Source: an optimization exercise on an open RTL-to-GDS flow (aim: small area). Production flows keep margins and buffers that such runs may drop. Where RTL was checked, it was by simulation tests only, not by an equivalence proof against the original. For runs 1 and 3, only the layout was checked, not whether the RTL still works. The clock cells of run 6 come from the design's own scripts or RTL, not from TritonCTS. The clock input has no modelled driver; a real chip could not lean on it and would need a root buffer or a full tree. No activity file was given, so power comes from the tool's default toggle rates.

### design/flow/flow/run.sh
#!/bin/bash
# Own layout flow: the standard synthesis, then the combinational logic
# re-mapped for area (registers untouched), then the standard ORFS steps with
# a clock tree without dummy loads and minimum-size port buffers.
set -euo pipefail
W=$PWD
F=$W/flow
R=$W/orfs/results/$FLOW_PLATFORM/traffic_light_controller/base
LIB=$FLOW_HOME/platforms/$FLOW_PLATFORM/lib/sky130_fd_sc_hd__tt_025C_1v80.lib

bash standard.sh synth > $W/log_1_synth.log 2>&1
cp $R/1_2_yosys.v $W/std_1_2_yosys.v

REOPT_LIB=$LIB REOPT_IN=$W/std_1_2_yosys.v REOPT_OUT=$W/reopt.v REOPT_TOP=$FLOW_TOP \
REOPT_ABC=$F/abc.script REOPT_DONTUSE=$F/dontuse.txt REOPT_STAT=$W/reopt_stat.txt \
  yosys -c $F/reopt.tcl > $W/log_2_reopt.log 2>&1

cp $W/reopt.v $R/1_2_yosys.v
rm -f $R/1_synth.odb $R/1_synth.sdc

bash standard.sh \
  "CTS_ARGS=-sink_clustering_enable -repair_clock_nets -dont_use_dummy_load" \
  "BUFFER_PORTS_ARGS=-buffer_cell sky130_fd_sc_hd__buf_1" \
  finish > $W/log_3_layout.log 2>&1
### design/flow/flow/abc.script
strash; &get -n; &dch -f; &nf -a -R 1000; &put; topo
### design/flow/flow/dontuse.txt
-dont_use sky130_fd_sc_hd__probe_p_8 -dont_use sky130_fd_sc_hd__probec_p_8 -dont_use sky130_fd_sc_hd__lpflow_bleeder_1 -dont_use sky130_fd_sc_hd__lpflow_clkbufkapwr_1 -dont_use sky130_fd_sc_hd__lpflow_clkbufkapwr_16 -dont_use sky130_fd_sc_hd__lpflow_clkbufkapwr_2 -dont_use sky130_fd_sc_hd__lpflow_clkbufkapwr_4 -dont_use sky130_fd_sc_hd__lpflow_clkbufkapwr_8 -dont_use sky130_fd_sc_hd__lpflow_clkinvkapwr_1 -dont_use sky130_fd_sc_hd__lpflow_clkinvkapwr_16 -dont_use sky130_fd_sc_hd__lpflow_clkinvkapwr_2 -dont_use sky130_fd_sc_hd__lpflow_clkinvkapwr_4 -dont_use sky130_fd_sc_hd__lpflow_clkinvkapwr_8 -dont_use sky130_fd_sc_hd__lpflow_decapkapwr_12 -dont_use sky130_fd_sc_hd__lpflow_decapkapwr_3 -dont_use sky130_fd_sc_hd__lpflow_decapkapwr_4 -dont_use sky130_fd_sc_hd__lpflow_decapkapwr_6 -dont_use sky130_fd_sc_hd__lpflow_decapkapwr_8 -dont_use sky130_fd_sc_hd__lpflow_inputiso0n_1 -dont_use sky130_fd_sc_hd__lpflow_inputiso0p_1 -dont_use sky130_fd_sc_hd__lpflow_inputiso1n_1 -dont_use sky130_fd_sc_hd__lpflow_inputiso1p_1 -dont_use sky130_fd_sc_hd__lpflow_inputisolatch_1 -dont_use sky130_fd_sc_hd__lpflow_isobufsrc_1 -dont_use sky130_fd_sc_hd__lpflow_isobufsrc_16 -dont_use sky130_fd_sc_hd__lpflow_isobufsrc_2 -dont_use sky130_fd_sc_hd__lpflow_isobufsrc_4 -dont_use sky130_fd_sc_hd__lpflow_isobufsrc_8 -dont_use sky130_fd_sc_hd__lpflow_isobufsrckapwr_16 -dont_use sky130_fd_sc_hd__lpflow_lsbuf_lh_hl_isowell_tap_1 -dont_use sky130_fd_sc_hd__lpflow_lsbuf_lh_hl_isowell_tap_2 -dont_use sky130_fd_sc_hd__lpflow_lsbuf_lh_hl_isowell_tap_4 -dont_use sky130_fd_sc_hd__lpflow_lsbuf_lh_isowell_4 -dont_use sky130_fd_sc_hd__lpflow_lsbuf_lh_isowell_tap_1 -dont_use sky130_fd_sc_hd__lpflow_lsbuf_lh_isowell_tap_2 -dont_use sky130_fd_sc_hd__lpflow_lsbuf_lh_isowell_tap_4 
### design/flow/flow/reopt.tcl
# Re-map the combinational logic of the standard synthesis netlist with a
# plain area-oriented ABC script. Every register instance keeps its name and
# cell; only the gates between registers and ports change.
yosys -import
set lib $::env(REOPT_LIB)
# combinational cells as logic, sequential cells as black boxes
read_liberty -overwrite -ignore_miss_func $lib
delete sky130_fd_sc_hd__df* sky130_fd_sc_hd__edf* sky130_fd_sc_hd__sdf* sky130_fd_sc_hd__sedf* sky130_fd_sc_hd__dl* sky130_fd_sc_hd__conb*
read_liberty -lib -ignore_redef $lib
read_verilog $::env(REOPT_IN)
hierarchy -top $::env(REOPT_TOP)
scratchpad -set flatten.separator __
flatten -noscopeinfo
# nets get private names (cells keep theirs)
yosys rename -hide w:* i:* o:* %u %d
opt_clean -purge
yosys abc -script $::env(REOPT_ABC) -liberty $lib {*}[split [string trim [read [open $::env(REOPT_DONTUSE)]]]]
read_liberty -lib -ignore_redef $lib
opt_clean -purge
splitnets
opt_clean -purge
hilomap -singleton -hicell sky130_fd_sc_hd__conb_1 HI -locell sky130_fd_sc_hd__conb_1 LO
insbuf -buf sky130_fd_sc_hd__buf_4 A X
tee -o $::env(REOPT_STAT) stat -liberty $lib
check -assert
write_verilog -noattr -nohex -nodec $::env(REOPT_OUT)
### design/flow/standard.sh
#!/bin/bash
# synth_recipe.tcl (not shown) runs the flow's synth.tcl, then flattens the netlist and writes it again
# the make line also repeats each setting of config.mk as NAME=value (left out here)
make -C /OpenROAD-flow-scripts/flow DESIGN_CONFIG=/design/flow/config.mk WORK_HOME=/design/flow/orfs CLKGATE_MAP_FILE= SYNTH_SCRIPT=/design/flow/synth_recipe.tcl "${@:-finish}"
### design/flow/config.mk
export PLATFORM = sky130hd
export DESIGN_NAME = traffic_light_controller
export DESIGN_NICKNAME = traffic_light_controller
export VERILOG_FILES = /design/flow/design.v
export SDC_FILE = /design/flow/constraint.sdc
export NUM_CORES = 4
export LEC_CHECK = 0
export ABC_AREA = 1
export CAP_MARGIN = 20
export CORE_MARGIN = 2
export CORE_UTILIZATION = 40
export SLEW_MARGIN = 20
### design/flow/constraint.sdc
create_clock -name core_clock -period 8.0 [get_ports {clk_in}]
set_input_delay 1.6000 -clock core_clock [delete_from_list [all_inputs] [get_ports {clk_in}]]
set_output_delay 1.6000 -clock core_clock [all_outputs]
set_load 0.01 [all_outputs]
### design/flow/design.v
module traffic_light_controller(
    input clk_in,
    input rst,
    input sw0,
    input sw1,
    input [2:0] btn,
    output reg [6:0] seg,
    output reg red,
    output reg yellow,
    output reg green,
    output reg red2,
    output reg yellow2,
    output reg green2
);
localparam RED = 2'd0, GREEN = 2'd1, YELLOW = 2'd2;
reg [3:0] cnt;
wire tick = (cnt == 4'd0);
always @(posedge clk_in)
    if (rst) cnt <= 4'd0;
    else     cnt <= cnt + 4'd1;
reg rst_d;      
reg fresh;      
always @(posedge clk_in) begin
    rst_d <= rst;
    fresh <= rst | (fresh & ~(tick & ~rst_d));
end
wire c0     = (cnt == 4'd1);                   
wire c1     = (cnt == 4'd2);                   
wire c2     = (cnt == 4'd3);                   
wire act_t8 = (cnt >= 4'd1) && (cnt <= 4'd8);   
wire act_t4 = (cnt >= 4'd9) && (cnt <= 4'd12);  
wire act_t  = act_t8 | act_t4;                  
wire act_c8 = (cnt >= 4'd3) && (cnt <= 4'd10);  
wire act_c2 = (cnt == 4'd11) || (cnt == 4'd12); 
wire act_c  = act_c8 | act_c2;                  
reg       q_up;
reg       q_tclr;            
reg [1:0] q_csrc;            
reg       q_cclr;            
wire [3:0] r_lo, y_lo, g_lo;
wire rn0, rn1, yn0, yn1, gn0, gn1;
tl_time u_r (.clk(clk_in), .fresh(fresh), .k0(c1), .k1(c0),
             .tick(tick), .en(btn[0]), .up(q_up), .n0(rn0), .n1(rn1), .lo(r_lo));
tl_time u_y (.clk(clk_in), .fresh(fresh), .k0(c0), .k1(1'b0),
             .tick(tick), .en(btn[1]), .up(q_up), .n0(yn0), .n1(yn1), .lo(y_lo));
tl_time u_g (.clk(clk_in), .fresh(fresh), .k0(1'b0), .k1(c0),
             .tick(tick), .en(btn[2]), .up(q_up), .n0(gn0), .n1(gn1), .lo(g_lo));
reg [1:0] st;
reg xn0, xn1, ln0, ln1;
reg [3:0] l_lo;
always @(*) begin
    case (st)
        GREEN:   begin xn0 = gn0; xn1 = gn1; ln0 = yn0; ln1 = yn1; l_lo = y_lo; end
        YELLOW:  begin xn0 = yn0; xn1 = yn1; ln0 = rn0; ln1 = rn1; l_lo = r_lo; end
        default: begin xn0 = rn0; xn1 = rn1; ln0 = gn0; ln1 = gn1; l_lo = g_lo; end
    endcase
end
reg [7:0] te8, to8;      
reg [3:0] te4, to4;      
reg       tc;            
wire ta0 = (act_t8 ? te8[0] : te4[0]) & ~(fresh | q_tclr);
wire ta1 = (act_t8 ? to8[0] : to4[0]) & ~(fresh | q_tclr);
wire tcin = tc;
wire tn0 = ta0 ^ tcin;
wire tk  = tcin & ta0;
wire tn1 = ta1 ^ tk;
always @(posedge clk_in) begin
    tc  <= tick ? t_inc : (tk & ta1);
    te8 <= {act_t8 ? tn0 : te8[0], te8[7:1]};
    to8 <= {act_t8 ? tn1 : to8[0], to8[7:1]};
    te4 <= {act_t4 ? tn0 : te4[0], te4[3:1]};
    to4 <= {act_t4 ? tn1 : to4[0], to4[3:1]};
end
wire tb0 = act_t & tn0;
wire tb1 = act_t & tn1;
reg tz3;
always @(posedge clk_in)
    if (c1)         tz3 <= ~tn1;
    else if (act_t) tz3 <= tz3 & ~tn0 & ~tn1;
reg [3:0] clo;           
reg       cz;            
reg [7:0] ce8, co8;      
reg [1:0] ce2, co2;      
reg       cbr;           
wire ca0 = (act_c8 ? ce8[0] : act_c2 & ce2[0]) & ~(fresh | q_cclr);
wire ca1 = (act_c8 ? co8[0] : act_c2 & co2[0]) & ~(fresh | q_cclr);
wire cbin = cbr;
wire ck  = cbin & ~ca0;
reg cn0, cn1;
always @(*) begin
    case (q_csrc)
        2'd1:    begin cn0 = rn0; cn1 = rn1; end
        2'd2:    begin cn0 = yn0; cn1 = yn1; end
        2'd3:    begin cn0 = gn0; cn1 = gn1; end
        default: begin cn0 = ca0 ^ cbin; cn1 = ca1 ^ ck; end
    endcase
end
always @(posedge clk_in) begin
    cbr <= tick ? c_b : (ck & ~ca1);
    ce8 <= {act_c8 ? cn0 : ce8[0], ce8[7:1]};
    co8 <= {act_c8 ? cn1 : co8[0], co8[7:1]};
    ce2 <= {act_c2 ? cn0 : ce2[0], ce2[1]};
    co2 <= {act_c2 ? cn1 : co2[0], co2[1]};
end
reg c1f;
always @(posedge clk_in)
    if (c2)         c1f <= cn0 & ~cn1;
    else if (act_c) c1f <= c1f & ~cn0 & ~cn1;
reg lz, l1, lf;
always @(posedge clk_in)
    if (c2) begin
        lz <= ~ln0 & ~ln1;
        l1 <= ln0 & ~ln1;
        lf <= ln0 & ln1;
    end else if (act_c) begin
        lz <= lz & ~ln0 & ~ln1;
        l1 <= l1 & ~ln0 & ~ln1;
        lf <= lf & ln0 & ln1;
    end
reg db;                  
reg [1:0] dlo;           
reg dz, dones;           
wire dbin = db;
wire d0  = tb0 ^ xn0 ^ dbin;
wire db1 = (~tb0 & xn0) | (~(tb0 ^ xn0) & dbin);
wire d1  = tb1 ^ xn1 ^ db1;
always @(posedge clk_in) begin
    db <= ~tick & ((~tb1 & xn1) | (~(tb1 ^ xn1) & db1));
    if (c0) begin
        dlo   <= {d1, d0};
        dz    <= 1'b1;
        dones <= 1'b1;
    end else begin
        dz    <= dz & ~d0 & ~d1;
        dones <= dones & d0 & d1;
    end
end
wire dz_f  = ~rst_d & dz & ~d0 & ~d1;
wire do_f  = ~rst_d & dones & d0 & d1;
wire is_m1 = do_f & (dlo == 2'd3);
wire is_0  = dz_f & (dlo == 2'd0);
wire is_1  = dz_f & (dlo == 2'd1);
wire is_2  = dz_f & (dlo == 2'd2);
wire [2:0] tlo = rst_d ? 3'd0 : {te8[2], to8[1], te8[1]};
wire tz  = rst_d | tz3;
wire t_0 = tz & (tlo == 3'd0);
wire t_1 = tz & (tlo == 3'd1);
wire t_2 = tz & (tlo == 3'd2);
wire t_4 = tz & (tlo == 3'd4);
reg en_x, en_l;
always @(*) begin
    case (st)
        GREEN:   begin en_x = btn[2]; en_l = btn[1]; end
        YELLOW:  begin en_x = btn[1]; en_l = btn[0]; end
        default: begin en_x = btn[0]; en_l = btn[2]; end
    endcase
end
wire eq_a = ~en_x ? is_0 : (sw1 ? is_1 : is_m1);    
wire eq_b = ~en_x ? is_1 : (sw1 ? is_2 : is_0);     
wire [3:0] l_new = l_lo + (en_l ? (sw1 ? 4'd1 : 4'd15) : 4'd0);
wire l_cy = en_l & sw1 & (l_lo == 4'd15);
wire l_bw = en_l & ~sw1 & (l_lo == 4'd0);
wire c_bw = (clo == 4'd0);
wire t_inc = sw0 ? t_0 :
             ~(eq_a & (st != YELLOW)) & ~((st == YELLOW) & ~eq_a & eq_b);
wire c_b   = ~sw0 & ~eq_a & ~((st == YELLOW) & eq_b) & c_bw;
always @(posedge clk_in) begin
    if (tick) q_up <= sw1;
    if (rst) begin
        st <= RED;
        clo <= 4'd6;
        cz  <= 1'b1;
        red <= 1'b1; yellow <= 1'b0; green <= 1'b0;
        red2 <= 1'b0; yellow2 <= 1'b0; green2 <= 1'b1;
    end else if (tick) begin
        q_tclr <= 1'b0;
        q_csrc <= 2'd0;
        q_cclr <= 1'b0;
        clo    <= clo - 4'd1;
        if (c_bw) cz <= c1f & ~rst_d;
        if (sw0) begin
            red <= 1'b0; green <= 1'b0; red2 <= 1'b0; green2 <= 1'b0;
            q_cclr <= 1'b1;
            clo    <= 4'd10;
            cz     <= 1'b1;
            q_tclr <= 1'b1;
            if (t_1) begin
                yellow  <= ~yellow;
                yellow2 <= ~yellow2;
            end else begin
                yellow  <= 1'b0;
                yellow2 <= 1'b1;
            end
        end else begin
            if (eq_a) begin
                q_csrc <= (st == GREEN) ? 2'd2 : (st == YELLOW) ? 2'd1 : 2'd3;
                clo    <= l_new;
                cz     <= l_cy ? lf : l_bw ? l1 : lz;
            end
            case (st)
                GREEN: begin
                    if (eq_a) begin
                        st <= YELLOW;
                        q_tclr <= 1'b1;
                        red <= 1'b0; yellow <= 1'b1; green <= 1'b0;
                        red2 <= 1'b1; yellow2 <= 1'b0; green2 <= 1'b0;
                    end
                end
                YELLOW: begin
                    if (eq_a) begin
                        red <= 1'b1; yellow <= 1'b0; green <= 1'b0;
                        red2 <= 1'b1; yellow2 <= 1'b0; green2 <= 1'b0;
                    end else if (eq_b) begin
                        st <= RED;
                        q_tclr <= 1'b1;
                        clo <= clo;
                        cz  <= cz;
                        red <= 1'b1; yellow <= 1'b0; green <= 1'b0;
                        red2 <= 1'b0; yellow2 <= 1'b0; green2 <= 1'b1;
                    end
                end
                default: begin
                    if (t_2) begin
                        red2 <= 1'b0; yellow2 <= 1'b1; green2 <= 1'b0;
                    end
                    if (t_4) begin
                        red2 <= 1'b1; yellow2 <= 1'b0; green2 <= 1'b0;
                    end
                    if (eq_a) begin
                        st <= GREEN;
                        q_tclr <= 1'b1;
                        red <= 1'b0; yellow <= 1'b0; green <= 1'b1;
                        red2 <= 1'b1; yellow2 <= 1'b0; green2 <= 1'b0;
                    end
                end
            endcase
        end
    end
end
always @(*) begin
    if (!cz) seg = 7'b1111111;
    else case (clo)
        4'd0: seg = 7'b1000000;
        4'd1: seg = 7'b1111001;
        4'd2: seg = 7'b0100100;
        4'd3: seg = 7'b0110000;
        4'd4: seg = 7'b0011001;
        4'd5: seg = 7'b0010010;
        4'd6: seg = 7'b0000010;
        4'd7: seg = 7'b1111000;
        4'd8: seg = 7'b0000000;
        4'd9: seg = 7'b0010000;
        default: seg = 7'b1111111;
    endcase
end
endmodule
module tl_time(
    input clk,
    input tick,          
    input fresh,         
    input k0,
    input k1,
    input en,            
    input up,            
    output n0,           
    output n1,
    output [3:0] lo      
);
reg [15:0] e, o;
reg cy;
wire a0 = fresh ? k0 : e[0];
wire a1 = fresh ? k1 : o[0];
wire cin = cy;
assign n0 = a0 ^ cin;
wire k = cin & ~(a0 ^ up);
assign n1 = a1 ^ k;
always @(posedge clk) begin
    cy <= tick ? en : (k & ~(a1 ^ up));
    e <= {n0, e[15:1]};
    o <= {n1, o[15:1]};
end
assign lo = {o[2], e[2], o[1], e[1]};
endmodule
==> impl_metrics.toml, run 1 <==
[yosys]
synthesis.area_mm2 = 0.00556
synth_area_per_cell_um2 = 11.4
synth_warnings = 2
postSynthCellCount = 486
synth_nets = 493

[worst_setup_path]
ff2ff_setup_slack_ns = 2.46
cp_data_required_time_ns = 8.27
r2r_start = "cnt[0]"
crit_slowest_cell = "nor4b_1"
crit_type = "flop to flop"
worstRegToRegCells = 19
critPathArrivalTime_ns = 5.81
slowest_delay_ns = 0.77
end_kind = "flop"
crit_buf_inv = 1
crit_start = "cnt[0]"
cp_num_cells = 19
cp_max_fo = 9
cp_top_family = "simple AND/OR/NAND/NOR gates"
cp_cell_sequence = "nor4b_1 > and2_0 > a21oi_1 > xnor2_1 > o22ai_1 > nor2_1 > maj3_1 > xnor2_1 > xnor2_1 > nor2_1 > nand2_1 > nor4b_1 > a21oi_1 > o31ai_1 > a21oi_1 > a211oi_1 > clkinv_1 > o21ai_0 > o21ai_0"
cp-start-kind = "flop"

[die]
start_util = 0.405
core_mm2 = 0.0137
die-area_mm2 = 0.0149
die_h_um = 122
ios = 20
num_rows = 43
die_width_um = 122

[clocking]
postCtsResizedCells = 0
cts_tree = "yes"
clockBufferDepth = 2
clock_latency_ns = 0.43
post_cts.repair.setup_buffers = 0
clock-sinks = 186
holdBufCountCts = 0
clkTransAtPathRegs_ns = 0.06
cts-root-buf = "clkbuf_16"
cts_made_buffers = 17
htree_levels = 4

[hold_path]
min_from = "u_y.o[3]"
hold_path_class = "flop to flop"

[timing]
finClkSkew_ns = 0.0198
setup_tns_ns = 0
worstMarginPinSlew_ns = 0.908
whs_ns = 0.311
finalHoldViolCount = 0
fmax_mhz = 181
setup_viol = 0
drv_slew = 0
slew_headroom = 0.386
period_share = 0.692
finalCriticalPeriod_ns = 5.54
rsz0062_at_grt = "false"

[flow_run]
cap_viol_max_count = 0

[layout]
fin_nets = 534
syn2layout_area_growth_pct = 13.4
drive_above_1_share = 0.0381
diodes = 0

[placement]
place.gp.congestion = 0.838
port_buffers = 19
dp_hpwl_mm = 6.95

[route]
wl_per_cell_um = 14.2
postRouteAntennaNets = 0
drt_iter0_markers = 307
viasPerCell = 4.96
post-route-drc-count = 0
vias = 3500
dr.pass1.iters = 5
wl_mm = 10.0

[power]
peakVddDrop_v = 0.000180
sw_frac_of_total = 0.241
p_clk_frac = 0.313
p_comb_frac = 0.112
p_seq_frac = 0.576
power.density_mw_per_mm2 = 337
power.switching_mw = 0.513
p_total_mw = 2.12
p_leak_nw = 2.42
p_int_mw = 1.61

[global_routing]
gr-usage-all-layers = 0.149
grt_pass1_wl_mm = 16.5
antenna_found_initial = 0
grt_pass1_vias = 3424
grt_max_degree = 22
grt.overflow.total = 0

[run_status]
outcome = "timing/DRC/antenna clean"
sequential cells by signal (all words and copies together), names as in the netlist, 2 cells and up, named ones only:
signal	flops
ce2	2
u_y.o	16
u_g.e	16
co8	8
u_r.o	16
ce8	8
to8	8
u_y.e	16
dlo	2
cnt	4
te4	4
te8	8
q_csrc	2
clo	4
co2	2
u_r.e	16
u_g.o	16
to4	4
st	2
layout by cell type, fill, tap and decap left out, types with 14 or more instances in the layout:
cell type / count
nand2b_1: 14
a21oi_1: 24
nor2_1: 51
xnor2_1: 15
buf_1: 19
o21ai_0: 36
clkbuf_16: 17
dfxtp_1: 174
nand2_1: 32
power groups by stage:
stage          Sequential, mW  Combinational [mW]  Clock (mW)
6_report                 1.22               0.237       0.664
5_1_grt                  1.24               0.271       0.723
4_1_cts                  1.23               0.237       0.681
3_5_place_dp             1.24               0.235           0
3_3_place_gp             1.24               0.231           0
2_1_floorplan            1.21               0.177           0
area by class of cell:
type                       count  area [um2]
inverter                      12        45.0
sequential                   186        3840
timing repair buffer          22        93.8
clock buffer                  17         425
multi-input combinational    288        1670
tap                          180         225
fill                        1288        7420
stage by stage:
step,instances,utilization,setup slack [ns],instance area [um2]
after CTS,705,0.459,2.50,6300
after detailed placement,688,0.428,2.55,5880
after global routing,705,0.459,1.67,6300
after global placement,688,0.428,2.76,5880
after floorplan,486,-,2.99,5560
final,705,0.459,2.46,6300
how the worst min path moves through the flow:
stage	to	cells after the start
floorplan	ce2[0]	0
global placement	to8[4]	0
detailed placement	co8[3]	0
CTS	u_y.o[10]	0
global route	u_y.o[10]	0
finish	u_y.o[2]	0
routing by layer:
metal  up-vias  global-route usage  share of wire
li1       1761                   -              -
met1      1631               0.189           0.48
met2        82               0.221           0.43
met3        26              0.0562          0.054
met4         0              0.0754          0.030
met5         -                   0              0
==> run 2, diff against run 1 <==
==> design/flow/design.v (replaced) <==
module traffic_light_controller(
    input clk_in,
    input rst,
    input sw0,
    input sw1,
    input [2:0] btn,
    output reg [6:0] seg,
    output reg red,
    output reg yellow,
    output reg green,
    output reg red2,
    output reg yellow2,
    output reg green2
);
localparam RED = 2'd0, GREEN = 2'd1, YELLOW = 2'd2;
reg [3:0] p;                        
wire tick = (p == 4'd15);
always @(posedge clk_in)
    if (rst) p <= 4'd15;
    else     p <= p + 4'd1;
reg rst_d;      
reg fresh;      
always @(posedge clk_in) begin
    rst_d <= rst;
    fresh <= rst | (fresh & ~(tick & ~rst_d));
end
wire c0     = (p == 4'd0);             
wire c1     = (p == 4'd1);             
wire c2     = (p == 4'd2);             
wire act_t8 = ~p[3];                   
wire act_t4 = p[3] & ~p[2];            
wire act_t  = ~(p[3] & p[2]);          
wire act_c2 = ~p[3] & ~p[2] & p[1];    
wire act_c8 = p[3] ^ p[2];             
wire act_c  = act_c2 | act_c8;         
reg       q_up;              
reg       q_tclr;            
reg       q_cclr;            
reg       q_cload;           
wire      rot = q_tclr & ~q_cclr;    
wire [3:0] s0_lo, s1_lo, s2_lo;
wire s0n0, s0n1, s1n0, s1n1, s2n0, s2n1;
wire s0h0, s0h1, s1h0, s1h1, s2h0, s2h1;
reg  en0, en1, en2;          
tl_time u_s0 (.clk(clk_in), .tick(tick), .fresh(fresh), .k0(c1), .k1(c0),
              .rot(rot), .r0(s1h0), .r1(s1h1), .en(en0), .up(q_up),
              .h0(s0h0), .h1(s0h1), .n0(s0n0), .n1(s0n1), .lo(s0_lo));
tl_time u_s1 (.clk(clk_in), .tick(tick), .fresh(fresh), .k0(1'b0), .k1(c0),
              .rot(rot), .r0(s2h0), .r1(s2h1), .en(en1), .up(q_up),
              .h0(s1h0), .h1(s1h1), .n0(s1n0), .n1(s1n1), .lo(s1_lo));
tl_time u_s2 (.clk(clk_in), .tick(tick), .fresh(fresh), .k0(c0), .k1(1'b0),
              .rot(rot), .r0(s0h0), .r1(s0h1), .en(en2), .up(q_up),
              .h0(s2h0), .h1(s2h1), .n0(s2n0), .n1(s2n1), .lo(s2_lo));
reg [1:0] st;
reg [7:0] te8, to8;      
reg [3:0] te4, to4;      
reg       tc;            
wire ta0 = (act_t8 ? te8[0] : te4[0]) & ~(fresh | q_tclr);
wire ta1 = (act_t8 ? to8[0] : to4[0]) & ~(fresh | q_tclr);
wire tn0 = ta0 ^ tc;
wire tk  = tc & ta0;
wire tn1 = ta1 ^ tk;
reg  t_inc;
always @(posedge clk_in) begin
    tc  <= tick ? t_inc : (tk & ta1);
    te8 <= {act_t8 ? tn0 : te8[0], te8[7:1]};
    to8 <= {act_t8 ? tn1 : to8[0], to8[7:1]};
    te4 <= {act_t4 ? tn0 : te4[0], te4[3:1]};
    to4 <= {act_t4 ? tn1 : to4[0], to4[3:1]};
end
wire tb0 = act_t & tn0;
wire tb1 = act_t & tn1;
reg tz3;
always @(posedge clk_in)
    if (c1)         tz3 <= ~tn1;
    else if (act_t) tz3 <= tz3 & ~tn0 & ~tn1;
reg [3:0] clo;           
reg       cz;            
reg [1:0] ce2, co2;      
reg [7:0] ce8, co8;      
reg       cbr;           
wire ca0 = (act_c2 & ce2[0] | act_c8 & ce8[0]) & ~(fresh | q_cclr);
wire ca1 = (act_c2 & co2[0] | act_c8 & co8[0]) & ~(fresh | q_cclr);
wire ck  = cbr & ~ca0;
wire cn0 = q_cload ? (rot ? s0n0 : s1n0) : ca0 ^ cbr;
wire cn1 = q_cload ? (rot ? s0n1 : s1n1) : ca1 ^ ck;
reg  c_b;
always @(posedge clk_in) begin
    cbr <= tick ? c_b : (ck & ~ca1);
    ce2 <= {act_c2 ? cn0 : ce2[0], ce2[1]};
    co2 <= {act_c2 ? cn1 : co2[0], co2[1]};
    ce8 <= {act_c8 ? cn0 : ce8[0], ce8[7:1]};
    co8 <= {act_c8 ? cn1 : co8[0], co8[7:1]};
end
reg c1f;
always @(posedge clk_in)
    if (c2)         c1f <= cn0 & ~cn1;
    else if (act_c) c1f <= c1f & ~cn0 & ~cn1;
reg lz, l1, lf;
always @(posedge clk_in)
    if (c2) begin
        lz <= ~s1n0 & ~s1n1;
        l1 <= s1n0 & ~s1n1;
        lf <= s1n0 & s1n1;
    end else if (act_c) begin
        lz <= lz & ~s1n0 & ~s1n1;
        l1 <= l1 & ~s1n0 & ~s1n1;
        lf <= lf & s1n0 & s1n1;
    end
reg db;                  
reg [1:0] dlo;           
reg dz, dones;           
wire d0  = tb0 ^ s0n0 ^ db;
wire db1 = (~tb0 & s0n0) | (~(tb0 ^ s0n0) & db);
wire d1  = tb1 ^ s0n1 ^ db1;
always @(posedge clk_in) begin
    db <= ~tick & ((~tb1 & s0n1) | (~(tb1 ^ s0n1) & db1));
    if (c0) begin
        dlo   <= {d1, d0};
        dz    <= 1'b1;
        dones <= 1'b1;
    end else begin
        dz    <= dz & ~d0 & ~d1;
        dones <= dones & d0 & d1;
    end
end
wire dz_f  = ~rst_d & dz & ~d0 & ~d1;
wire do_f  = ~rst_d & dones & d0 & d1;
wire is_m1 = do_f & (dlo == 2'd3);
wire is_0  = dz_f & (dlo == 2'd0);
wire is_1  = dz_f & (dlo == 2'd1);
wire is_2  = dz_f & (dlo == 2'd2);
wire [2:0] tlo = rst_d ? 3'd0 : {te8[2], to8[1], te8[1]};
wire tz  = rst_d | tz3;
wire t_0 = tz & (tlo == 3'd0);
wire t_1 = tz & (tlo == 3'd1);
wire t_2 = tz & (tlo == 3'd2);
wire t_4 = tz & (tlo == 3'd4);
reg b0, b1, b2;
always @(*) begin
    case (st)
        GREEN:   begin b0 = btn[2]; b1 = btn[1]; b2 = btn[0]; end
        YELLOW:  begin b0 = btn[1]; b1 = btn[0]; b2 = btn[2]; end
        default: begin b0 = btn[0]; b1 = btn[2]; b2 = btn[1]; end
    endcase
end
wire eq_a = ~b0 ? is_0 : (sw1 ? is_1 : is_m1);    
wire eq_b = ~b0 ? is_1 : (sw1 ? is_2 : is_0);     
wire [3:0] l_new = s1_lo + (b1 ? (sw1 ? 4'd1 : 4'd15) : 4'd0);
wire l_cy = b1 & sw1 & (s1_lo == 4'd15);
wire l_bw = b1 & ~sw1 & (s1_lo == 4'd0);
wire c_bw = (clo == 4'd0);
wire go   = ~sw0 & eq_a & (st != YELLOW);                
wire back = ~sw0 & ~eq_a & eq_b & (st == YELLOW);         
wire move = go | back;
always @(*) begin
    t_inc = sw0 ? t_0 : ~move;
    c_b   = ~sw0 & ~eq_a & ~back & c_bw;
    en0   = move ? b1 : b0;
    en1   = move ? b2 : b1;
    en2   = move ? b0 : b2;
end
always @(posedge clk_in) begin
    if (tick) q_up <= sw1;
    if (rst) begin
        st <= RED;
        clo <= 4'd6;
        cz  <= 1'b1;
        red <= 1'b1; yellow <= 1'b0; green <= 1'b0;
        red2 <= 1'b0; yellow2 <= 1'b0; green2 <= 1'b1;
    end else if (tick) begin
        q_tclr  <= move;
        q_cclr  <= 1'b0;
        q_cload <= 1'b0;
        clo     <= clo - 4'd1;
        if (c_bw) cz <= c1f & ~rst_d;
        if (sw0) begin
            red <= 1'b0; green <= 1'b0; red2 <= 1'b0; green2 <= 1'b0;
            q_tclr <= 1'b1;
            q_cclr <= 1'b1;
            clo    <= 4'd10;
            cz     <= 1'b1;
            if (t_1) begin
                yellow  <= ~yellow;
                yellow2 <= ~yellow2;
            end else begin
                yellow  <= 1'b0;
                yellow2 <= 1'b1;
            end
        end else begin
            if (eq_a) begin
                q_cload <= 1'b1;
                clo     <= l_new;
                cz      <= l_cy ? lf : l_bw ? l1 : lz;
            end
            case (st)
                GREEN: begin
                    if (eq_a) begin
                        st <= YELLOW;
                        red <= 1'b0; yellow <= 1'b1; green <= 1'b0;
                        red2 <= 1'b1; yellow2 <= 1'b0; green2 <= 1'b0;
                    end
                end
                YELLOW: begin
                    if (eq_a) begin
                        red <= 1'b1; yellow <= 1'b0; green <= 1'b0;
                        red2 <= 1'b1; yellow2 <= 1'b0; green2 <= 1'b0;
                    end else if (eq_b) begin
                        st <= RED;
                        clo <= clo;
                        cz  <= cz;
                        red <= 1'b1; yellow <= 1'b0; green <= 1'b0;
                        red2 <= 1'b0; yellow2 <= 1'b0; green2 <= 1'b1;
                    end
                end
                default: begin
                    if (t_2) begin
                        red2 <= 1'b0; yellow2 <= 1'b1; green2 <= 1'b0;
                    end
                    if (t_4) begin
                        red2 <= 1'b1; yellow2 <= 1'b0; green2 <= 1'b0;
                    end
                    if (eq_a) begin
                        st <= GREEN;
                        red <= 1'b0; yellow <= 1'b0; green <= 1'b1;
                        red2 <= 1'b1; yellow2 <= 1'b0; green2 <= 1'b0;
                    end
                end
            endcase
        end
    end
end
always @(*) begin
    if (!cz) seg = 7'b1111111;
    else case (clo)
        4'd0: seg = 7'b1000000;
        4'd1: seg = 7'b1111001;
        4'd2: seg = 7'b0100100;
        4'd3: seg = 7'b0110000;
        4'd4: seg = 7'b0011001;
        4'd5: seg = 7'b0010010;
        4'd6: seg = 7'b0000010;
        4'd7: seg = 7'b1111000;
        4'd8: seg = 7'b0000000;
        4'd9: seg = 7'b0010000;
        default: seg = 7'b1111111;
    endcase
end
endmodule
module tl_time(
    input clk,
    input tick,          
    input fresh,         
    input k0,
    input k1,
    input rot,           
    input r0,
    input r1,
    input en,            
    input up,            
    output h0,           
    output h1,
    output n0,           
    output n1,
    output [3:0] lo      
);
reg [15:0] e, o;
reg cy;
assign h0 = e[0];
assign h1 = o[0];
wire a0 = fresh ? k0 : (rot ? r0 : e[0]);
wire a1 = fresh ? k1 : (rot ? r1 : o[0]);
assign n0 = a0 ^ cy;
wire k = cy & ~(a0 ^ up);
assign n1 = a1 ^ k;
always @(posedge clk) begin
    cy <= tick ? en : (k & ~(a1 ^ up));
    e <= {n0, e[15:1]};
    o <= {n1, o[15:1]};
end
assign lo = {o[2], e[2], o[1], e[1]};
endmodule
--- a/design/flow/flow/run.sh
+++ b/design/flow/flow/run.sh
@@ -19,6 +19,6 @@
 rm -f $R/1_synth.odb $R/1_synth.sdc
 
 bash standard.sh \
-  "CTS_ARGS=-sink_clustering_enable -repair_clock_nets -dont_use_dummy_load" \
+  "CTS_ARGS=-sink_clustering_enable -repair_clock_nets -dont_use_dummy_load -buf_list sky130_fd_sc_hd__clkbuf_8" \
   "BUFFER_PORTS_ARGS=-buffer_cell sky130_fd_sc_hd__buf_1" \
   finish > $W/log_3_layout.log 2>&1
==> impl_metrics.toml, run 2 <==
[die]
start_util = 0.410
core_mm2 = 0.0133
ios = 20
num_rows = 42
die_width_um = 121
die_h_um = 121
die-area_mm2 = 0.0146

[global_routing]
grt_pass1_vias = 3100
gr-usage-all-layers = 0.133
grt.overflow.total = 0
antenna_found_initial = 1
grt_max_degree = 21
grt_pass1_wl_mm = 14.8

[timing]
slew_headroom = 0.380
finClkSkew_ns = 0.0223
setup_viol = 0
drv_slew = 0
finalHoldViolCount = 0
period_share = 0.655
finalCriticalPeriod_ns = 5.24
worstMarginPinSlew_ns = 0.922
setup_tns_ns = 0
fmax_mhz = 191
setup_ws_ns = 2.76
rsz0062_at_grt = "false"

[worst_setup_path]
crit_type = "flop to flop"
cp_data_required_time_ns = 8.27
cp-start-kind = "flop"
cp_max_fo = 15
r2r_start = "p[3]"
critPathArrivalTime_ns = 5.51
ff2ff_setup_slack_ns = 2.76
worstRegToRegCells = 14
end_kind = "flop"

[route]
post-route-drc-count = 0
drt-met1-wl_mm = 4.57
postRouteAntennaNets = 0
dr_wl_met2_mm = 3.90
wl_mm = 8.99
highest_layer = "met4"
dr_wl_met3_um = 473
viasPerCell = 4.80
drt_iter0_markers = 216
vias = 3280
wl_per_cell_um = 13.1
dr.pass1.iters = 6

[layout]
fillers = 1275
diodes = 0
fin_nets = 517
syn2layout_area_growth_pct = 9.78
drive_above_1_share = 0.0354
layout_commonest_cell = "dfxtp_1"
seq_area_mm2 = 0.00381
layout_common_cells = "174 x dfxtp_1, 49 x nor2_1, 37 x nand2_1"
fin_util = 0.450
multi_input_area_mm2 = 0.00161

[power]
p_leak_nw = 2.27
p_seq_frac = 0.654
power.switching_mw = 0.449
p_int_mw = 1.40
power.density_mw_per_mm2 = 309
p_comb_frac = 0.107
p_clk_frac = 0.239
p_total_mw = 1.85
peakVddDrop_v = 0.000148
sw_frac_of_total = 0.243

[yosys]
synth_nets = 478
synth_area_per_cell_um2 = 11.6
synth_warnings = 2
synthesis.area_mm2 = 0.00545
postSynthCellCount = 471

[placement]
port_buffers = 19
dp_hpwl_mm = 6.24
place.gp.congestion = 0.875
pre_cts_ws_ns = 2.83

[run_status]
outcome = "timing/DRC/antenna clean"

[clocking]
clock_latency_ns = 0.43
postCtsResizedCells = 0
cts-root-buf = "clkbuf_8"
htree_levels = 4
clockBufferDepth = 2
clock-sinks = 185
clkTransAtPathRegs_ns = 0.08
post_cts.repair.setup_buffers = 0
cts_tree = "yes"
cts_made_buffers = 17
holdBufCountCts = 0

[hold_path]
min_from = "u_s0.e[7]"
whs_endpoint = "u_s0.e[6]"
min_path_cells = 0
hold_path_class = "flop to flop"

[flow_run]
cap_viol_max_count = 0
run 2: critical path: stages (launching register included):
cell       delay [ns]
dfxtp_1          0.47
nor4_1           0.76
nor2b_1          0.18
a21oi_1          0.29
xnor2_1          0.36
xnor2_1          0.26
or3b_1           0.46
nor3_1           0.24
and2_0           0.30
nand2b_1         0.31
a2111oi_0        0.12
a211oi_1         0.45
clkinv_1         0.21
o21ai_0          0.48
o21ai_0          0.19
run 2: power by group through the flow:
stage | Sequential (mW) | Clock (mW) | Combinational (mW)
after floorplan | 1.20 | 0 | 0.151
after global placement | 1.23 | 0 | 0.195
after detailed placement | 1.23 | 0 | 0.198
after CTS | 1.21 | 0.464 | 0.200
after global routing | 1.23 | 0.497 | 0.225
final | 1.21 | 0.442 | 0.198
run 2: layer usage:
layer | vias to the layer above | global-route usage
li1 | 1690 | -
met1 | 1517 | 0.178
met2 | 67 | 0.195
met3 | 6 | 0.0425
met4 | 0 | 0.0603
met5 | - | 0
run 2: cell type report:
class,instances,share of cell area
Sequential cell,185,0.638
Multi-Input combinational cell,279,0.269
Clock buffer,17,0.0391
Tap cell,176,0.0368
Timing Repair Buffer,20,0.0132
Inverter,7,0.00439
run 2: worst max-delay path by stage:
stage / start / endpoint
after floorplan: q_cclr / flop
after global placement: p[2] / flop
after detailed placement: q_cclr / flop
after CTS: p[3] / flop
after global routing: p[3] / flop
final: p[3] / flop
run 2: metrics by stage:
| stage | instances | instance area [um2] | hold slack [ns] |
|---|---|---|---|
| 5_1_grt | 684 | 5980 | 0.320 |
| 3_3_place_gp | 667 | 5750 | 0.310 |
| 2_1_floorplan | 471 | 5450 | 0.310 |
| 6_report | 684 | 5980 | 0.313 |
| 3_5_place_dp | 667 | 5750 | 0.312 |
| 4_1_cts | 684 | 5980 | 0.317 |
==> run 3, diff against run 2 <==
--- a/design/flow/design.v
+++ b/design/flow/design.v
@@ -108,7 +108,6 @@
         lf <= lf & s1n0 & s1n1;
     end
 reg db;                  
-reg [1:0] dlo;           
 reg dz, dones;           
 wire d0  = tb0 ^ s0n0 ^ db;
 wire db1 = (~tb0 & s0n0) | (~(tb0 ^ s0n0) & db);
@@ -116,7 +115,6 @@
 always @(posedge clk_in) begin
     db <= ~tick & ((~tb1 & s0n1) | (~(tb1 ^ s0n1) & db1));
     if (c0) begin
-        dlo   <= {d1, d0};
         dz    <= 1'b1;
         dones <= 1'b1;
     end else begin
@@ -124,6 +122,7 @@
         dones <= dones & d0 & d1;
     end
 end
+wire [1:0] dlo = {to8[1] ^ s0_lo[1] ^ (~te8[1] & s0_lo[0]), te8[1] ^ s0_lo[0]};
 wire dz_f  = ~rst_d & dz & ~d0 & ~d1;
 wire do_f  = ~rst_d & dones & d0 & d1;
 wire is_m1 = do_f & (dlo == 2'd3);
@@ -230,21 +229,17 @@
         end
     end
 end
+localparam [15:0] SEG_A = 16'hfc12, SEG_B = 16'hfc60, SEG_C = 16'hfc04,
+                  SEG_D = 16'hfc92, SEG_E = 16'hfeba, SEG_F = 16'hfc8e,
+                  SEG_G = 16'hfc83;
 always @(*) begin
-    if (!cz) seg = 7'b1111111;
-    else case (clo)
-        4'd0: seg = 7'b1000000;
-        4'd1: seg = 7'b1111001;
-        4'd2: seg = 7'b0100100;
-        4'd3: seg = 7'b0110000;
-        4'd4: seg = 7'b0011001;
-        4'd5: seg = 7'b0010010;
-        4'd6: seg = 7'b0000010;
-        4'd7: seg = 7'b1111000;
-        4'd8: seg = 7'b0000000;
-        4'd9: seg = 7'b0010000;
-        default: seg = 7'b1111111;
-    endcase
+    seg[0] = ~cz | SEG_A[clo];
+    seg[1] = ~cz | SEG_B[clo];
+    seg[2] = ~cz | SEG_C[clo];
+    seg[3] = ~cz | SEG_D[clo];
+    seg[4] = ~cz | SEG_E[clo];
+    seg[5] = ~cz | SEG_F[clo];
+    seg[6] = ~cz | SEG_G[clo];
 end
 endmodule
 module tl_time(
--- a/design/flow/flow/run.sh
+++ b/design/flow/flow/run.sh
@@ -19,6 +19,6 @@
 rm -f $R/1_synth.odb $R/1_synth.sdc
 
 bash standard.sh \
-  "CTS_ARGS=-sink_clustering_enable -repair_clock_nets -dont_use_dummy_load -buf_list sky130_fd_sc_hd__clkbuf_8" \
+  "CTS_ARGS=-sink_clustering_enable -repair_clock_nets -dont_use_dummy_load -buf_list sky130_fd_sc_hd__buf_6" \
   "BUFFER_PORTS_ARGS=-buffer_cell sky130_fd_sc_hd__buf_1" \
   finish > $W/log_3_layout.log 2>&1
--- a/design/flow/config.mk
+++ b/design/flow/config.mk
@@ -8,5 +8,5 @@
 export ABC_AREA = 1
 export CAP_MARGIN = 20
 export CORE_MARGIN = 2
-export CORE_UTILIZATION = 40
+export CORE_UTILIZATION = 60
 export SLEW_MARGIN = 20
==> impl_metrics.toml, run 3 <==
[clocking]
clkTransAtPathRegs_ns = 0.11
cts-root-buf = "buf_6"
cts_tree = "yes"
cts_made_buffers = 17
postCtsResizedCells = 0
post_cts.repair.setup_buffers = 0
holdBufCountCts = 0
clock_latency_ns = 0.42
clockBufferDepth = 2
clock-sinks = 176
htree_levels = 4

[route]
wl_per_cell_um = 14.3
vias = 3182
drt_iter0_markers = 178
post-route-drc-count = 0
wl_mm = 8.66
dr.pass1.iters = 5
viasPerCell = 5.27
postRouteAntennaNets = 0

[global_routing]
antenna_found_initial = 0
gr-usage-all-layers = 0.199
grt_pass1_wl_mm = 14.7
grt_pass1_vias = 2946
grt.overflow.total = 0
grt_max_degree = 21

[placement]
placement.cell_area_mm2 = 0.00543
dp_hpwl_mm = 5.84
dpl.cell_count = 587
place.gp.congestion = 0.832
pre_cts_ws_ns = 3.01
port_buffers = 19

[flow_run]
cap_viol_max_count = 0

[layout]
fin_util = 0.654
seq_area_mm2 = 0.00361
multi_input_area_mm2 = 0.00158
syn2layout_area_growth_pct = 7.77
fin_nets = 505
drive_above_1_share = 0.0363
final_cells = 604
layout_common_cells = "167 x dfxtp_1, 46 x nand2_1, 45 x nor2_1"
design_area_mm2 = 0.00562
fillers = 699
diodes = 0
layout_commonest_cell = "dfxtp_1"

[yosys]
postSynthCellCount = 459
synth_nets = 466
synth_area_per_cell_um2 = 11.4
synthesis.area_mm2 = 0.00522
synth_warnings = 2

[timing]
setup_viol = 0
fmax_mhz = 197
finalHoldViolCount = 0
finalCriticalPeriod_ns = 5.07
slew_headroom = 0.403
rsz0062_at_grt = "false"
setup_tns_ns = 0
finClkSkew_ns = 0.0480
drv_slew = 0
setup_ws_ns = 2.93
worstMarginPinSlew_ns = 0.888
whs_ns = 0.300
period_share = 0.633

[power]
peakVddDrop_v = 0.000203
p_total_mw = 1.75
p_leak_nw = 2.18
power.density_mw_per_mm2 = 311

[worst_setup_path]
crit_start = "q_tclr"
crit_type = "flop to flop"
cp_data_required_time_ns = 8.28
critPathArrivalTime_ns = 5.35
worstRegToRegCells = 18
end_kind = "flop"
cp-start-kind = "flop"
r2r_start = "q_tclr"
cp_max_fo = 9
crit_end = "st[1]"
ff2ff_setup_slack_ns = 2.93
r2r_end = "st[1]"

[die]
num_rows = 34
start_util = 0.607
core_mm2 = 0.00859
die-area_mm2 = 0.00946
ios = 20
die_h_um = 97.3
die_width_um = 97.3

[hold_path]
min_path_cells = 0
hold_path_class = "flop to flop"

[run_status]
outcome = "timing/DRC/antenna clean"
[run 3: per-layer routing]
metal	GRT usage	wire (um)	part of all wire
met2	0.296	3850	0.44
met5	0	0	0
met4	0.0630	81	0.0093
met3	0.0626	491	0.057
met1	0.280	4240	0.49
[run 3: final cells by class]
cell class | instances | area share
inverter | 6 | 0.00400
timing repair buffer | 20 | 0.0140
multi-input combinational | 277 | 0.281
sequential | 176 | 0.642
clock buffer | 17 | 0.0340
tap | 108 | 0.0240
[run 3: how the worst min path moves through the flow]
stage | start | end
final | u_s2.e[12] | u_s2.e[11]
after global placement | te8[3] | te8[2]
after detailed placement | te8[3] | te8[2]
after global routing | u_s2.e[12] | u_s2.e[11]
after CTS | u_s1.e[7] | u_s1.e[6]
after floorplan | ce2[1] | ce2[0]
[run 3: worst max-delay path, cell delays in order, from the launching register on]
cell and delay [ns]:
edfxtp_1 0.39, nor2b_1 0.45, mux2i_1 0.14, o21ai_0 0.31, xor2_1 0.20, maj3_1 0.40, nor2_1 0.17, nor2_1 0.08
xnor2_1 0.13, nor2_1 0.16, nand2_1 0.09, nor3_1 0.24, a31oi_1 0.12, o22ai_1 0.44, nand2b_1 0.23, o21ai_0 0.74
o211ai_1 0.25, nor2b_1 0.21, a311oi_1 0.22
[run 3: report_power, final]
group          leakage [nW]  internal (mW)  total (mW)  switching (mW)
registers              1.47           1.06        1.14          0.0776
clock network         0.103          0.162       0.416           0.255
logic                 0.607         0.0796       0.193           0.113
==> run 4, diff against run 3 <==
--- a/design/flow/design.v
+++ b/design/flow/design.v
@@ -145,10 +145,15 @@
 end
 wire eq_a = ~b0 ? is_0 : (sw1 ? is_1 : is_m1);    
 wire eq_b = ~b0 ? is_1 : (sw1 ? is_2 : is_0);     
-wire [3:0] l_new = s1_lo + (b1 ? (sw1 ? 4'd1 : 4'd15) : 4'd0);
-wire l_cy = b1 & sw1 & (s1_lo == 4'd15);
-wire l_bw = b1 & ~sw1 & (s1_lo == 4'd0);
-wire c_bw = (clo == 4'd0);
+wire       ld    = ~sw0 & eq_a;
+wire [3:0] a_op  = ld ? s1_lo : clo;
+wire       a_inc = ld & b1 & sw1;
+wire       a_dec = ~ld | (b1 & ~sw1);
+wire [3:0] a_sum = a_op + {a_dec, a_dec, a_dec, a_dec | a_inc};
+wire       a_cy  = a_inc & (a_op == 4'd15);
+wire       a_bw  = a_dec & (a_op == 4'd0);
+wire       c_bw  = ~ld & a_bw;
+wire       a_z   = ld ? (a_cy ? lf : a_bw ? l1 : lz) : (a_bw ? c1f & ~rst_d : cz);
 wire go   = ~sw0 & eq_a & (st != YELLOW);                
 wire back = ~sw0 & ~eq_a & eq_b & (st == YELLOW);         
 wire move = go | back;
@@ -171,8 +176,8 @@
         q_tclr  <= move;
         q_cclr  <= 1'b0;
         q_cload <= 1'b0;
-        clo     <= clo - 4'd1;
-        if (c_bw) cz <= c1f & ~rst_d;
+        clo     <= a_sum;
+        cz      <= a_z;
         if (sw0) begin
             red <= 1'b0; green <= 1'b0; red2 <= 1'b0; green2 <= 1'b0;
             q_tclr <= 1'b1;
@@ -189,8 +194,6 @@
         end else begin
             if (eq_a) begin
                 q_cload <= 1'b1;
-                clo     <= l_new;
-                cz      <= l_cy ? lf : l_bw ? l1 : lz;
             end
             case (st)
                 GREEN: begin
==> design/flow/flow/abc.script (replaced) <==
strash; &get -n; &deepsyn -T 20; &put; &get -n; &dch -f; &nf -a -R 1000; &put; &get -n; &dch -f; &nf -a -R 1000; &put
--- a/design/flow/config.mk
+++ b/design/flow/config.mk
@@ -8,5 +8,5 @@
 export ABC_AREA = 1
 export CAP_MARGIN = 20
 export CORE_MARGIN = 2
-export CORE_UTILIZATION = 60
+export CORE_UTILIZATION = 75
 export SLEW_MARGIN = 20
==> impl_metrics.toml, run 4 <==
[run_status]
outcome = "timing/DRC/antenna clean"

[worst_setup_path]
cp_cell_sequence = "nor3_1 > nand2_1 > a211o_1 > xnor2_1 > nand2_1 > xnor2_1 > nor3_1 > or3_1 > o2111ai_1 > or2_0 > o22a_1 > nor2b_1 > a21boi_0 > o21bai_1 > nor2_1 > a22o_1"
cp-start-kind = "flop"
cp_max_fo = 12
slowest_delay_ns = 0.44
ff2ff_setup_slack_ns = 3.55
worstRegToRegCells = 16
crit_slowest_cell = "dfxtp_1"
r2r_start = "p[3]"
cp_data_required_time_ns = 8.35
critPathArrivalTime_ns = 4.80
end_kind = "flop"
crit_start = "p[3]"
crit_type = "flop to flop"
r2r_end = "yellow2"
crit_buf_inv = 0
cp_top_family = "simple AND/OR/NAND/NOR gates"

[layout]
syn2layout_area_growth_pct = 7.23
diodes = 0
layout_common_cells = "167 x dfxtp_1, 42 x nand2_1, 41 x nor2_1"
multi_input_area_mm2 = 0.00147
fin_nets = 491
fin_util = 0.822
design_area_mm2 = 0.00549
seq_area_mm2 = 0.00361
fillers = 372
layout_commonest_cell = "dfxtp_1"
drive_above_1_share = 0.0373
final_cells = 562

[placement]
dp_hpwl_mm = 6.84
dpl.cell_count = 545
port_buffers = 19
place.gp.congestion = 0.873
placement.cell_area_mm2 = 0.00530
pre_cts_ws_ns = 3.75

[route]
wl_per_cell_um = 17.8
viasPerCell = 6.02
postRouteAntennaNets = 0
wl_mm = 10.0
drt_iter0_markers = 292
vias = 3381
dr.pass1.iters = 5
post-route-drc-count = 0

[power]
power.switching_mw = 0.533
p_comb_frac = 0.132
p_int_mw = 1.39
peakVddDrop_v = 0.000273
p_seq_frac = 0.651
power.density_mw_per_mm2 = 351
p_leak_nw = 2.12
sw_frac_of_total = 0.277
p_clk_frac = 0.217

[clocking]
cts_tree = "yes"
clock-sinks = 176
holdBufCountCts = 0
clockBufferDepth = 2
clkTransAtPathRegs_ns = 0.10
cts_made_buffers = 17
post_cts.repair.setup_buffers = 0
cts-root-buf = "buf_6"
postCtsResizedCells = 0
htree_levels = 4
clock_latency_ns = 0.42

[yosys]
synth_warnings = 2
synth_area_per_cell_um2 = 11.5
synth_nets = 452
synthesis.area_mm2 = 0.00512
postSynthCellCount = 445

[flow_run]
cap_viol_max_count = 0

[timing]
drv_slew = 0
worstMarginPinSlew_ns = 0.775
rsz0062_at_grt = "false"
finalHoldViolCount = 0
setup_ws_ns = 3.55
period_share = 0.556
fmax_mhz = 225
finalCriticalPeriod_ns = 4.45
finClkSkew_ns = 0.0444
setup_viol = 0
slew_headroom = 0.478
setup_tns_ns = 0

[hold_path]
min_from = "u_s1.o[10]"
whs_endpoint = "u_s1.o[9]"
min_path_cells = 0
hold_path_class = "flop to flop"

[die]
start_util = 0.766
num_rows = 30
die-area_mm2 = 0.00751
die_h_um = 86.6
ios = 20
die_width_um = 86.6
core_mm2 = 0.00668

[global_routing]
grt_pass1_vias = 3317
antenna_found_initial = 0
grt_max_degree = 21
gr-usage-all-layers = 0.286
grt.overflow.total = 0
grt_pass1_wl_mm = 16.0
## run 4: power groups by stage
stage / Clock (mW) / Combinational [mW] / Sequential, mW
after floorplan: 0 / 0.180 / 1.22
after global placement: 0 / 0.230 / 1.25
after detailed placement: 0 / 0.245 / 1.27
after CTS: 0.421 / 0.249 / 1.26
after global routing: 0.454 / 0.279 / 1.28
final: 0.418 / 0.255 / 1.25
## run 4: how the worst max path moves through the flow
stage | end | slack, ns | depth (start not counted)
6_report | yellow2 | 3.55 | 16
5_1_grt | yellow2 | 3.21 | 16
3_3_place_gp | red2 | 4.08 | 15
3_5_place_dp | yellow2 | 3.75 | 16
4_1_cts | yellow2 | 3.71 | 16
2_1_floorplan | yellow2 | 4.37 | 16
## run 4: layout make-up
| cell class | instances | share of cell area |
|---|---|---|
| Tap cell | 80 | 0.0182 |
| Sequential cell | 176 | 0.658 |
| Clock buffer | 17 | 0.0349 |
| Timing Repair Buffer | 20 | 0.0144 |
| Multi-Input combinational cell | 258 | 0.267 |
| Inverter | 11 | 0.00752 |
## run 4: metrics by stage
stage	hold slack, ns	power (mW)
3_5_place_dp	0.312	1.51
6_report	0.295	1.93
2_1_floorplan	0.310	1.40
4_1_cts	0.298	1.93
5_1_grt	0.302	2.01
3_3_place_gp	0.311	1.48
## run 4: per-layer routing
metal  GRT usage  share of wire
met1       0.345           0.41
met3      0.0971          0.074
met4       0.136          0.029
met5           0              0
met2       0.462           0.49
==> run 5, diff against run 4 <==
--- a/design/flow/config.mk
+++ b/design/flow/config.mk
@@ -8,5 +8,5 @@
 export ABC_AREA = 1
 export CAP_MARGIN = 20
 export CORE_MARGIN = 2
-export CORE_UTILIZATION = 75
+export CORE_UTILIZATION = 60
 export SLEW_MARGIN = 20
==> impl_metrics.toml, run 5 <==
[timing]
finClkSkew_ns = 0.0382
slew_headroom = 0.404
drv_slew = 0
finalCriticalPeriod_ns = 4.39
setup_ws_ns = 3.61
finalHoldViolCount = 0
worstMarginPinSlew_ns = 0.894
whs_ns = 0.299
rsz0062_at_grt = "false"
setup_viol = 0
setup_tns_ns = 0
period_share = 0.549
fmax_mhz = 228

[route]
wl_per_cell_um = 15.0
post-route-drc-count = 0
vias = 3139
drt_iter0_markers = 154
dr.pass1.iters = 5
postRouteAntennaNets = 0
wl_mm = 8.85
viasPerCell = 5.31

[layout]
layout_commonest_cell = "dfxtp_1"
diodes = 0
final_cells = 591
layout_common_cells = "167 x dfxtp_1, 45 x nor2_1, 43 x nand2_1"
syn2layout_area_growth_pct = 7.67
design_area_mm2 = 0.00554
drive_above_1_share = 0.0350
fin_util = 0.670
fin_nets = 495

[clocking]
cts-root-buf = "buf_6"
clock-sinks = 176
cts_tree = "yes"
cts_made_buffers = 17
clockBufferDepth = 2
clock_latency_ns = 0.42
post_cts.repair.setup_buffers = 0
htree_levels = 4
clkTransAtPathRegs_ns = 0.10
holdBufCountCts = 0
postCtsResizedCells = 0

[worst_setup_path]
cp_data_required_time_ns = 8.27
crit_type = "flop to flop"
crit_start = "q_tclr"
worstRegToRegCells = 16
cp-start-kind = "flop"
end_kind = "flop"
cp_max_fo = 7
ff2ff_setup_slack_ns = 3.61
r2r_start = "q_tclr"
critPathArrivalTime_ns = 4.67
r2r_end = "cz"
crit_end = "cz"

[global_routing]
gr-usage-all-layers = 0.212
grt_pass1_wl_mm = 14.6
grt.overflow.total = 0
grt_max_degree = 21
antenna_found_initial = 0
grt_pass1_vias = 3049

[yosys]
synth_nets = 457
postSynthCellCount = 450
synthesis.area_mm2 = 0.00514
synth_area_per_cell_um2 = 11.4
synth_warnings = 2

[power]
peakVddDrop_v = 0.000245
p_leak_nw = 2.14
power.density_mw_per_mm2 = 321
p_total_mw = 1.78

[placement]
pre_cts_ws_ns = 3.62
placement.cell_area_mm2 = 0.00534
dpl.cell_count = 574
dp_hpwl_mm = 6.15
port_buffers = 19
place.gp.congestion = 0.932

[die]
ios = 20
start_util = 0.623
die_width_um = 96.6
die-area_mm2 = 0.00932
num_rows = 33
die_h_um = 96.6
core_mm2 = 0.00826

[hold_path]
hold_path_class = "flop to flop"

[flow_run]
cap_viol_max_count = 0

[run_status]
outcome = "timing/DRC/antenna clean"
run 5: cell count changes in the layout (fill, tap and decap cells not counted), moves of 4 or more:
cell and change:
nor3_1 -4, clkinv_1 +4, nor2_1 +4, a31oi_1 -5
run 5: critical path, cell delays in order, from the launching register on:
cell      delay [ns]
edfxtp_1        0.43
nor2b_1         0.18
o31ai_1         0.50
xnor2_1         0.18
nand2_1         0.08
xnor2_1         0.34
xor2_1          0.28
and3_1          0.19
o21ai_0         0.08
or4_1           0.46
o21ai_0         0.14
and2_0          0.35
nor2b_1         0.34
a21oi_1         0.18
a311oi_1        0.26
o21ai_0         0.10
a21o_1          0.19
run 5: cell type report:
class                      instances  area, um2
tap                              105        131
sequential                       176       3610
fill                             641       2720
clock buffer                      17        191
multi-input combinational        259       1470
inverter                          15       56.3
timing repair buffer              19       71.3
run 5: per-layer routing:
metal	global-route usage	wire, um
met1	0.281	4240
met2	0.336	4080
met3	0.0605	478
met4	0.0681	54
met5	0	0
run 5: power breakdown:
part	internal [mW]	switching [mW]
Combinational	0.0712	0.112
Sequential	1.10	0.0819
Clock	0.162	0.253
run 5: worst min path at each step:
stage	start	end	slack (ns)	depth (start not counted)
3_5_place_dp	u_s0.e[13]	u_s0.e[12]	0.31	0
5_1_grt	ce8[4]	ce8[3]	0.29	0
4_1_cts	u_s1.e[13]	u_s1.e[12]	0.30	0
3_3_place_gp	u_s1.o[13]	u_s1.o[12]	0.31	0
6_report	to8[5]	to8[4]	0.30	0
2_1_floorplan	ce2[1]	ce2[0]	0.31	0
==> run 6, diff against run 5 <==
--- a/design/flow/flow/run.sh
+++ b/design/flow/flow/run.sh
@@ -1,7 +1,8 @@
 #!/bin/bash
 # Own layout flow: the standard synthesis, then the combinational logic
 # re-mapped for area (registers untouched), then the standard ORFS steps with
-# a clock tree without dummy loads and minimum-size port buffers.
+# a clock tree of one root and 16 leaf buffers (flow/mancts.tcl) and
+# minimum-size port buffers.
 set -euo pipefail
 W=$PWD
 F=$W/flow
@@ -19,6 +20,6 @@
 rm -f $R/1_synth.odb $R/1_synth.sdc
 
 bash standard.sh \
-  "CTS_ARGS=-sink_clustering_enable -repair_clock_nets -dont_use_dummy_load -buf_list sky130_fd_sc_hd__buf_6" \
+  "PRE_CTS_TCL=$F/mancts.tcl" \
   "BUFFER_PORTS_ARGS=-buffer_cell sky130_fd_sc_hd__buf_1" \
   finish > $W/log_3_layout.log 2>&1
==> design/flow/flow/mancts.tcl (new file) <==
# Clock tree built here instead of by clock_tree_synthesis (ORFS calls this
# proc in its CTS step): the clock port drives one root buffer, which drives
# NB leaf buffers; each leaf drives the registers of one group, the groups
# split by position (NX columns by x, each cut into rows by y) and each leaf
# placed at the centre of its group. Detailed placement legalizes them.
proc clock_tree_synthesis { args } {
  set nx 4
  set ny 4
  set leaf_cell sky130_fd_sc_hd__buf_4
  set root_cell sky130_fd_sc_hd__buf_12
  set block [ord::get_db_block]
  set dbu [$block getDbUnitsPerMicron]
  set src [get_full_name [lindex [get_property [lindex [all_clocks] 0] sources] 0]]
  set clk [get_nets $src]
  set net [$block findNet $src]
  set pts {}
  foreach it [$net getITerms] {
    set inst [$it getInst]
    set bb [$inst getBBox]
    set x [expr {([$bb xMin] + [$bb xMax]) / 2.0 / $dbu}]
    set y [expr {([$bb yMin] + [$bb yMax]) / 2.0 / $dbu}]
    lappend pts [list $x $y "[$inst getName]/[[$it getMTerm] getName]"]
  }
  set groups {}
  set cols [lsort -real -index 0 $pts]
  set n [llength $cols]
  for {set i 0} {$i < $nx} {incr i} {
    set col [lrange $cols [expr {$i * $n / $nx}] [expr {($i + 1) * $n / $nx - 1}]]
    set col [lsort -real -index 1 $col]
    set m [llength $col]
    for {set j 0} {$j < $ny} {incr j} {
      lappend groups [lrange $col [expr {$j * $m / $ny}] [expr {($j + 1) * $m / $ny - 1}]]
    }
  }
  set leafs {}
  set g 0
  foreach grp $groups {
    if {[llength $grp] == 0} { continue }
    set sx 0; set sy 0; set pins {}
    foreach p $grp {
      set sx [expr {$sx + [lindex $p 0]}]
      set sy [expr {$sy + [lindex $p 1]}]
      lappend pins [get_pins [lindex $p 2]]
    }
    set cx [expr {$sx / [llength $grp]}]
    set cy [expr {$sy / [llength $grp]}]
    lappend leafs [insert_buffer -buffer_cell $leaf_cell -net $clk -load_pins $pins \
      -location [list $cx $cy] -buffer_name clkbuf_leaf_$g -net_name clknet_leaf_$g]
    incr g
  }
  set pins {}
  set sx 0; set sy 0
  foreach p $pts { set sx [expr {$sx + [lindex $p 0]}]; set sy [expr {$sy + [lindex $p 1]}] }
  foreach b $leafs { lappend pins [get_pins [get_full_name $b]/A] }
  insert_buffer -buffer_cell $root_cell -net $clk -load_pins $pins \
    -location [list [expr {$sx / [llength $pts]}] [expr {$sy / [llength $pts]}]] \
    -buffer_name clkbuf_root -net_name clknet_root
  set_propagated_clock [all_clocks]
  puts "manual clock tree: root $root_cell, [llength $leafs] x $leaf_cell for [llength $pts] registers"
}
--- a/design/flow/config.mk
+++ b/design/flow/config.mk
@@ -8,5 +8,5 @@
 export ABC_AREA = 1
 export CAP_MARGIN = 20
 export CORE_MARGIN = 2
-export CORE_UTILIZATION = 60
+export CORE_UTILIZATION = 75
 export SLEW_MARGIN = 20
==> impl_metrics.toml, run 6 <==
[worst_setup_path]
cp-start-kind = "flop"
crit_type = "flop to flop"
cp_data_required_time_ns = 8.28
r2r_start = "q_cclr"
end_kind = "flop"
critPathArrivalTime_ns = 4.73
cp_max_fo = 6
crit_start = "q_cclr"

[route]
wl_per_cell_um = 19.5
post-route-drc-count = 0
dr.pass1.iters = 6
drt_iter0_markers = 215
vias = 3403
viasPerCell = 6.13
postRouteAntennaNets = 0
wl_mm = 10.8

[run_status]
outcome = "timing/DRC/antenna clean"

[yosys]
synth_warnings = 2
postSynthCellCount = 438
synthesis.area_mm2 = 0.00512
synth_nets = 445
synth_area_per_cell_um2 = 11.7

[placement]
place.gp.congestion = 0.946
dp_hpwl_mm = 7.46
port_buffers = 19
dpl.cell_count = 538

[timing]
worstMarginPinSlew_ns = 0.934
finalHoldViolCount = 0
period_share = 0.556
finClkSkew_ns = 0.0286
rsz0062_at_grt = "false"
setup_tns_ns = 0
setup_viol = 0
drv_slew = 0
slew_headroom = 0.371
finalCriticalPeriod_ns = 4.45
fmax_mhz = 225

[layout]
fillers = 371
layout_commonest_cell = "dfxtp_1"
fin_nets = 484
fin_util = 0.810
syn2layout_area_growth_pct = 6.23
drive_above_1_share = 0.0379
seq_area_mm2 = 0.00361
diodes = 0
multi_input_area_mm2 = 0.00147
final_cells = 555
layout_common_cells = "167 x dfxtp_1, 39 x nor2_1, 31 x nand2_1"

[power]
peakVddDrop_v = 0.000250
p_leak_nw = 2.12
power.density_mw_per_mm2 = 345

[global_routing]
grt.overflow.total = 0
met1_usage = 0.382
grt_pass1_wl_mm = 17.3
antenna_found_initial = 0
gr-usage-all-layers = 0.296
grt_max_degree = 19
use_met3 = 0.0467
grt_use_met2 = 0.495
grt.busiest_layer = "met2"
grt_pass1_vias = 3431

[die]
num_rows = 30
ios = 20
die_width_um = 86.7
die-area_mm2 = 0.00751
die_h_um = 86.7
start_util = 0.763
core_mm2 = 0.00672

[clocking]
clkTransAtPathRegs_ns = 0.12
postCtsResizedCells = 0
holdBufCountCts = 0
clock_latency_ns = 0.34
post_cts.repair.setup_buffers = 0

[hold_path]
min_from = "co2[1]"
hold_path_class = "flop to flop"

[flow_run]
cap_viol_max_count = 0
## run 6: area by class of cell, without the clock buffers
| cell class | count | share of cell area |
|---|---|---|
| tap | 80 | 0.0184 |
| sequential | 176 | 0.664 |
| multi-input combinational | 251 | 0.270 |
| inverter | 11 | 0.00759 |
| timing repair buffer | 20 | 0.0145 |
## run 6: metal layers
| layer | vias up | part of all wire |
|---|---|---|
| met5 | - | 0 |
| met4 | 0 | 0.046 |
| met3 | 49 | 0.071 |
| met2 | 173 | 0.47 |
| met1 | 1593 | 0.41 |
| li1 | 1588 | - |
## run 6: metrics by stage
| step | power, mW | hold slack [ns] | setup slack (ns) | cell area (um2) |
|---|---|---|---|---|
| finish | 1.88 | 0.323 | 3.55 | 5440 |
| floorplan | 1.39 | 0.310 | 4.37 | 5120 |
| detailed placement | 1.51 | 0.312 | 3.63 | 5300 |
| global placement | 1.47 | 0.310 | 3.89 | 5300 |
| global route | 1.95 | 0.332 | 3.06 | 5440 |
| CTS | 1.87 | 0.328 | 3.62 | 5440 |
## run 6: path summary, 6_finish.rpt
check        slack [ns]  cells after the start     end
max                3.55                     18    red2
min                0.32                      0  co2[0]
max reg2reg        3.55                     18    red2
min reg2reg        0.32                      0  co2[0]
## run 6: power by group
part / internal (mW) / switching [mW] / total (mW) / leakage, nW
logic: 0.0887 / 0.146 / 0.235 / 0.561
registers: 1.15 / 0.126 / 1.27 / 1.47
clock network: 0.123 / 0.247 / 0.369 / 0.0863
## run 6: worst max-delay path: stages (launching register included)
cell and delay (ns):
edfxtp_1 0.51, nand2b_1 0.23, nor2_1 0.33, a22oi_1 0.15
nand2_1 0.18, and2_0 0.15, o21ai_0 0.11, xnor2_1 0.42
xor2_1 0.29, o21ai_0 0.13, nand2_1 0.10, nor2_1 0.05
nand2_1 0.08, nand2_1 0.07, or2_0 0.29, o21ai_0 0.54
a21boi_0 0.33, nor2b_1 0.25, a22o_1 0.17

==> port drivers added, routing unchanged <==
In the flow no input, the clock included, has a driving cell. The finished layouts below were timed again as built, in two steps.
Step 1, drivers: a clkbuf_16 drives clk_in and a buf_2 each remaining input, both assumed.
Step 2 also shifts input and output timing later by t, the mid clock arrival at the registers, as if the neighbouring blocks saw the same clock.
Three values: ideal, step 1, step 2; two values: the first two.
| run | shift t [ns] | setup slack, ns | worst slew at a driven data input, ns |
|---|---|---|---|
| run 1 | 0.457 | 2.461 / 2.461 / 2.461 | 0.03 |
| run 2 | 0.454 | 2.761 / 2.761 / 2.761 | 0.03 |
| run 3 | 0.427 | 2.933 / 2.933 / 2.933 | 0.03 |
| run 4 | 0.434 | 3.550 / 3.550 / 3.550 | 0.04 |
| run 5 | 0.428 | 3.607 / 3.607 / 3.607 | 0.03 |
| run 6 | 0.358 | 3.550 / 3.550 / 3.550 | 0.03 |
After both steps setup and hold are still met in every run listed.
